Source: an optimization exercise on an open RTL-to-GDS flow (aim: small area). Production flows keep margins and buffers that such runs may drop.
RTL that was checked went through simulation tests only; none was proved equivalent to the original.

the previous run:
==> flow/design.v <==
module System_top #(
    parameter  DATA_WIDTH='d8 ,
                DATA_DEPTH='d16,
                PRESCALE_WIDTH='d5,
                NUM_STAGES='d2,
                RATIO_WD='d4
) (
    input wire REF_CLK,
    input wire RST,
    input wire RX_IN,
    output wire TX_OUT
);
localparam [3:0] S_IDLE = 4'd4,    
                 S_WA   = 4'd11,    
                 S_WD   = 4'd13,    
                 S_WR   = 4'd8,    
                 S_RA   = 4'd9,    
                 S_RD   = 4'd10,    
                 S_CA   = 4'd0,    
                 S_CAW  = 4'd7,    
                 S_CB   = 4'd6,    
                 S_CBW  = 4'd3,    
                 S_DF   = 4'd12,   
                 S_AL   = 4'd5,   
                 S_AIM  = 4'd14,   
                 S_AID  = 4'd1,   
                 S_AS   = 4'd2,   
                 S_TX   = 4'd15;   
reg  [3:0]  state;
reg  [3:0]  slot_cnt;    
reg         clr;         
reg         rx_act;      
reg  [3:0]  cyc;         
reg  [3:0]  bitn;        
reg  [15:0] P;
reg         cy;          
reg         sg;          
reg         hb;          
reg         second;      
reg         pe, pt;      
reg  [3:0]  r3;          
reg  [15:0] ring0, ring1, ring2, ring3, ring4, ring5, ring6, ring7;
wire [7:0]  T = {ring7[0], ring6[0], ring5[0], ring4[0],
                 ring3[0], ring2[0], ring1[0], ring0[0]};
wire        is2 = (slot_cnt == 4'd2);
wire        is3 = (slot_cnt == 4'd3);
wire [7:0]  rv  = {3'b000, is2, is2 | is3, is2, 1'b0, is2};
wire [3:0]  waddr = (state == S_CAW) ? 4'd0 : ((state == S_CBW) ? 4'd1 : P[3:0]);
wire        wr    = ((state == S_WR) | (state == S_CAW) | (state == S_CBW)) & (slot_cnt == waddr);
wire [7:0]  rin   = clr ? rv : (wr ? P[15:8] : T);
always @(posedge REF_CLK) begin
    ring0 <= {rin[0], ring0[15:1]};
    ring1 <= {rin[1], ring1[15:1]};
    ring2 <= {rin[2], ring2[15:1]};
    ring3 <= {rin[3], ring3[15:1]};
    ring4 <= {rin[4], ring4[15:1]};
    ring5 <= {rin[5], ring5[15:1]};
    ring6 <= {rin[6], ring6[15:1]};
    ring7 <= {rin[7], ring7[15:1]};
end
always @(posedge REF_CLK or negedge RST) begin
    if (!RST) begin
        slot_cnt <= 4'd0;
        clr      <= 1'b1;
    end else begin
        slot_cnt <= {slot_cnt[2:0],
                     slot_cnt[3] ^ slot_cnt[2] ^ (slot_cnt[2:0] == 3'b000)};
        if (slot_cnt == 4'd8)
            clr <= 1'b0;
    end
end
always @(posedge REF_CLK) begin
    if (is2) begin
        pe <= T[0];
        pt <= T[1];
    end
    if (is3)
        r3 <= T[3:0];
end
wire [3:0]  fn    = P[11:8];                    
wire        fmul  = (fn == 4'd2);
wire        fdiv  = (fn == 4'd3);
wire        aim   = (state == S_AIM);
wire        aid   = (state == S_AID);
wire        as    = (state == S_AS);
wire        f_cmp = (fn[3:2] == 2'b10);         
wire        f_sub = (fn == 4'd1) | f_cmp;       
wire        f_lg  = (fn[3:2] == 2'b01);         
wire        f_sl  = (fn[3:2] == 2'b11) &  fn[0];    
wire        f_sr  = (fn[3:2] == 2'b11) & ~fn[0];    
wire        f_ld1 = fmul | (fn[3:1] == 3'b111);     
wire        Tb    = T[cyc[2:0]];                
wire        first = (bitn == 4'd0);
wire        last   = (bitn == 4'd7);
wire        hi8   = P[8] & ~first;              
wire        x     = as ? P[0] : (aid ? hb : hi8);
wire        yb    = aim ? (P[0] & Tb) :
                    aid ? (Tb ^ ~sg) :
                    ((f_sl ? x : Tb) ^ f_sub);
wire        fs    = x ^ yb ^ cy;
wire        fc    = (x & yb) | (x & cy) | (yb & cy);
wire        lgb   = fn[1] ^ (fn[0] ? (x | Tb) : (x & Tb));
wire        ins   = aim ? fs :
                    aid ? fs & ~last :          
                    f_lg ? lgb :
                    (f_sr | (fn == 4'd8)) ? 1'b0 : fs;
wire        ser   = ~cyc[3] & (aim ? (slot_cnt == 4'd0) : (slot_cnt == 4'd1));
wire        post  = (aim | aid) & cyc[3];       
wire        as_st = as & ser;                   
wire        as_end = as_st & (f_sr | (cyc[2:0] == 3'b111));
wire        hi_st = (aim | aid) & ser;          
wire        m_post = aim & post;                
wire        d_post = aid & post;                
wire        s8     = hb ^ ~sg ^ cy;             
wire        nz    = sg | ins;                   
wire        gt    = fc & nz;                    
wire [7:0]  hiv   = (fn == 4'd1) ? {8{~fc}} : {7'b0, (fn == 4'd0) & fc};
wire        rx_en   = (state == S_IDLE) | (state == S_WA) | (state == S_WD) | (state == S_WR) |
                      (state == S_RA) | (state == S_CA) | (state == S_CAW) | (state == S_CB) |
                      (state == S_CBW) | (state == S_DF);
wire        tx      = (state == S_TX);
wire        bend    = (cyc[3:1] == 3'b111);     
wire        rx_smp  = rx_act & (cyc == 4'd11);  
wire        rx_dat  = rx_smp & (bitn != 4'd0) & ~bitn[3] | rx_smp & (bitn == 4'd8);
wire        rx_end  = rx_smp & ((bitn == 4'd10) | (bitn == 4'd9) & ~pe);
wire        tx_dat  = tx & bend & (bitn != 4'd0) & (bitn <= 4'd8);
wire        tx_end  = tx & bend & ((bitn == 4'd10) | (bitn == 4'd9) & ~pe);
wire [7:0]  rxb     = P[15:8];                  
wire        rd_hit  = (state == S_RD) & (slot_cnt == P[11:8]);
wire        al_hit  = (state == S_AL) & (slot_cnt == {3'b000, f_ld1});
wire        m_done  = m_post & last;
wire        d_done  = d_post & last;
wire        go_tx   = rd_hit | m_done | d_done | as_end;
assign TX_OUT = ~tx | ((bitn == 4'd0) ? 1'b0 :
                       (bitn <= 4'd8) ? P[0] :
                       ((bitn == 4'd9) & pe) ? cy : 1'b1);
always @(posedge REF_CLK or negedge RST) begin
    if (!RST) begin
        state  <= S_IDLE;
        rx_act <= 1'b0;
    end else begin
        if (!rx_act) begin
            if (rx_en & ~RX_IN)
                rx_act <= 1'b1;
        end else if (rx_end)
            rx_act <= 1'b0;
        case (state)
            S_IDLE: if (rx_end) begin
                        if (rxb == 8'hAA)      state <= S_WA;
                        else if (rxb == 8'hBB) state <= S_RA;
                        else if (rxb == 8'hCC) state <= S_CA;
                        else if (rxb == 8'hDD) state <= S_DF;
                    end
            S_WA:   if (rx_end) state <= S_WD;
            S_WD:   if (rx_end) state <= S_WR;
            S_WR:   if (wr) state <= S_IDLE;
            S_RA:   if (rx_end) state <= S_RD;
            S_CA:   if (rx_end) state <= S_CAW;
            S_CAW:  if (wr) state <= S_CB;
            S_CB:   if (rx_end) state <= S_CBW;
            S_CBW:  if (wr) state <= S_DF;
            S_DF:   if (rx_end) state <= S_AL;
            S_AL:   if (al_hit) state <= fmul ? S_AIM : (fdiv ? S_AID : S_AS);
            S_TX:   if (tx_end & ~second) state <= S_IDLE;
            default: if (go_tx) state <= S_TX;      
        endcase
    end
end
always @(posedge REF_CLK) begin
    if (go_tx | tx_end) begin
        cyc  <= ~r3;
        bitn <= 4'd0;
    end else if (rx_act | tx) begin
        if (bend) begin
            cyc  <= tx ? ~r3 : 4'd7;
            bitn <= bitn + 4'd1;
        end else
            cyc  <= cyc + 4'd1;
    end else if (al_hit) begin
        cyc  <= 4'd0;
        bitn <= 4'd0;
    end else if (aim | aid | as) begin
        if (ser)
            cyc  <= cyc + 4'd1;
        if (post) begin
            cyc  <= 4'd0;
            bitn <= bitn + 4'd1;
        end
    end else begin
        cyc  <= 4'd8;       
        bitn <= 4'd0;
    end
    if (rx_dat | tx_dat)
        P <= {RX_IN, P[15:1]};
    if (rd_hit)
        P[7:0] <= T;
    if (al_hit) begin
        P[7:0] <= T;
    end
    if (hi_st)
        P[15:8] <= {ins, P[15:9]};
    if (m_post)
        P <= {cy, P[15:1]};
    if (d_post) begin
        P[7:0] <= {P[6:0], ~s8};
    end
    if (as_st) begin
        P[7:0] <= {ins, P[7:1]};
        if (as_end) begin
            P[15:8] <= hiv;
            if (f_cmp)
                P[7:0] <= {6'b0, fn[1] & gt, fn[0] & (fn[1] ? gt : ~nz)};
        end
    end
    if (tx & bend & (bitn == 4'd0))
        cy <= pt;
    else if (tx_dat)
        cy <= cy ^ P[0];
    else if (al_hit)
        cy <= f_sub | fdiv;
    else if (as_st | hi_st)
        cy <= fc;
    else if (m_post)
        cy <= 1'b0;
    else if (d_post)
        cy <= ~s8;
    if (al_hit)
        sg <= 1'b0;
    else if (as_st)
        sg <= nz;
    else if (d_post)
        sg <= s8;
    if (al_hit)
        hb <= T[7];
    else if (aid & ser)
        hb <= hi8;
    else if (d_post)
        hb <= P[6];
    if (state == S_RD)
        second <= 1'b0;
    else if (state == S_AL)
        second <= 1'b1;
    else if (tx_end)
        second <= 1'b0;
end
endmodule
==> flow/config.mk <==
export PLATFORM = sky130hd
export DESIGN_NAME = System_top
export DESIGN_NICKNAME = System_top
export VERILOG_FILES = /design/flow/design.v
export SDC_FILE = /design/flow/constraint.sdc
export NUM_CORES = 4
export LEC_CHECK = 0
export ABC_AREA = 1
export CAP_MARGIN = 20
export CORE_MARGIN = 2
export CORE_UTILIZATION = 60
export CTS_BUF_LIST = sky130_fd_sc_hd__clkbuf_8
export SLEW_MARGIN = 20
==> flow/constraint.sdc <==
create_clock -name core_clock -period 32.0 [get_ports {REF_CLK}]
set_input_delay 6.4000 -clock core_clock [delete_from_list [all_inputs] [get_ports {REF_CLK}]]
set_output_delay 6.4000 -clock core_clock [all_outputs]
set_load 0.01 [all_outputs]
standard.sh (not shown) runs the stock make flow with config.mk's settings and CLKGATE_MAP_FILE= SYNTH_SCRIPT=/design/flow/synth_recipe.tcl, a recipe that flattens the netlist after the stock synthesis.
==> flow/flow/run.sh <==
#!/bin/bash
# Standard ORFS flow with CTS told not to add dummy loads.
export CTS_ARGS="-sink_clustering_enable -repair_clock_nets -buf_list sky130_fd_sc_hd__clkbuf_8 -dont_use_dummy_load"
bash standard.sh > standard.log 2>&1
Input changes introduced in the current run (baseline for comparison: the previous run):
-- flow/design.v --
<<< the previous run, line 11
    output wire TX_OUT
);
localparam [3:0] S_IDLE = 4'd4,    
                 S_WA   = 4'd11,    
                 S_WD   = 4'd13,    
                 S_WR   = 4'd8,    
                 S_RA   = 4'd9,    
                 S_RD   = 4'd10,    
                 S_CA   = 4'd0,    
                 S_CAW  = 4'd7,    
                 S_CB   = 4'd6,    
                 S_CBW  = 4'd3,    
                 S_DF   = 4'd12,   
                 S_AL   = 4'd5,   
                 S_AIM  = 4'd14,   
                 S_AID  = 4'd1,   
                 S_AS   = 4'd2,   
                 S_TX   = 4'd15;   
reg  [3:0]  state;
reg  [3:0]  slot_cnt;    
>>> the current run, line 11
    output wire TX_OUT
);
localparam [3:0] S_IDLE = 4'd15,    
                 S_WA   = 4'd14,    
                 S_WD   = 4'd10,    
                 S_WR   = 4'd5,    
                 S_RA   = 4'd13,    
                 S_RD   = 4'd1,    
                 S_CA   = 4'd11,    
                 S_CAW  = 4'd6,    
                 S_CB   = 4'd3,    
                 S_CBW  = 4'd7,    
                 S_DF   = 4'd9,   
                 S_AL   = 4'd8,   
                 S_AIM  = 4'd2,   
                 S_AID  = 4'd0,   
                 S_AS   = 4'd12,   
                 S_TX   = 4'd4;   
reg  [3:0]  state;
reg  [3:0]  slot_cnt;    
<<< the previous run, line 122
wire        bend    = (cyc[3:1] == 3'b111);     
wire        rx_smp  = rx_act & (cyc == 4'd11);  
wire        rx_dat  = rx_smp & (bitn != 4'd0) & ~bitn[3] | rx_smp & (bitn == 4'd8);
wire        rx_end  = rx_smp & ((bitn == 4'd10) | (bitn == 4'd9) & ~pe);
wire        tx_dat  = tx & bend & (bitn != 4'd0) & (bitn <= 4'd8);
wire        tx_end  = tx & bend & ((bitn == 4'd10) | (bitn == 4'd9) & ~pe);
wire [7:0]  rxb     = P[15:8];                  
wire        rd_hit  = (state == S_RD) & (slot_cnt == P[11:8]);
>>> the current run, line 122
wire        bend    = (cyc[3:1] == 3'b111);     
wire        rx_smp  = rx_act & (cyc == 4'd11);  
wire        rx_dat  = rx_smp & bitn[3];
wire        rx_end  = rx_smp & ((bitn == 4'd1) | (bitn == 4'd0) & ~pe);
wire        tx_dat  = tx & bend & bitn[3];
wire        tx_end  = tx & bend & ((bitn == 4'd1) | (bitn == 4'd0) & ~pe);
wire [7:0]  rxb     = P[15:8];                  
wire        rd_hit  = (state == S_RD) & (slot_cnt == P[11:8]);
<<< the previous run, line 132
wire        d_done  = d_post & last;
wire        go_tx   = rd_hit | m_done | d_done | as_end;
assign TX_OUT = ~tx | ((bitn == 4'd0) ? 1'b0 :
                       (bitn <= 4'd8) ? P[0] :
                       ((bitn == 4'd9) & pe) ? cy : 1'b1);
always @(posedge REF_CLK or negedge RST) begin
    if (!RST) begin
>>> the current run, line 132
wire        d_done  = d_post & last;
wire        go_tx   = rd_hit | m_done | d_done | as_end;
assign TX_OUT = ~tx | (bitn[3] ? P[0] :
                       (bitn == 4'd7) ? 1'b0 :
                       ((bitn == 4'd0) & pe) ? cy : 1'b1);
always @(posedge REF_CLK or negedge RST) begin
    if (!RST) begin
<<< the previous run, line 170
    if (go_tx | tx_end) begin
        cyc  <= ~r3;
        bitn <= 4'd0;
    end else if (rx_act | tx) begin
        if (bend) begin
>>> the current run, line 170
    if (go_tx | tx_end) begin
        cyc  <= ~r3;
        bitn <= 4'd7;
    end else if (rx_act | tx) begin
        if (bend) begin
<<< the previous run, line 189
    end else begin
        cyc  <= 4'd8;       
        bitn <= 4'd0;
    end
    if (rx_dat | tx_dat)
>>> the current run, line 189
    end else begin
        cyc  <= 4'd8;       
        bitn <= 4'd7;
    end
    if (rx_dat | tx_dat)
<<< the previous run, line 213
        end
    end
    if (tx & bend & (bitn == 4'd0))
        cy <= pt;
    else if (tx_dat)
>>> the current run, line 213
        end
    end
    if (tx & bend & (bitn == 4'd7))
        cy <= pt;
    else if (tx_dat)
Results
- Relative to the previous run, the current run improves area enclosed by the die boundary.
- Looking at final cell count, the current run sits 1.8% below the previous run.
- Looking at number of buffer and inverter instances along the worst setup path, the current run sits 1 lower than the previous run does.
- Wire length on met3 (the current run vs. the previous run) decreases by more than 10%
- Multi-input gate count: the current run and the previous run compared, lower one is the current run
- Between the previous run and the current run, number of placed instances, taps included decreased.
- From the previous run to the current run the numbers moved as follows: global-route wire length before repair has decreased, routed length on met1 has decreased.
For the previous run, only the layout was checked, not whether the RTL still works.

[separate check: timing with driven ports]
Ports are ideal in the flow. The routed layouts listed here were re-timed in OpenROAD.
Step 1, drivers: a clkbuf_16 drives REF_CLK and a buf_2 each remaining input, both assumed.
Step 2, shift: input delay + t, output delay - t, t = (earliest + latest rising clock arrival at the registers) / 2. This alone moves slack from input paths to output paths.
Three values: ideal, step 1, step 2; two values: the first two.
run | shift t [ns] | setup WS [ns] | worst hold slack (ns) | worst data-port slew with drivers (ns) | cell pins on the clock port's net
the previous run | 0.465 | 23.246 / 23.215 / 23.680 | 0.313 / 0.313 / 0.313 | 0.03 | 1
the current run | 0.468 | 23.419 / 23.385 / 23.853 | 0.296 / 0.296 / 0.296 | 0.03 | 1
After both steps every run listed still meets setup and hold.
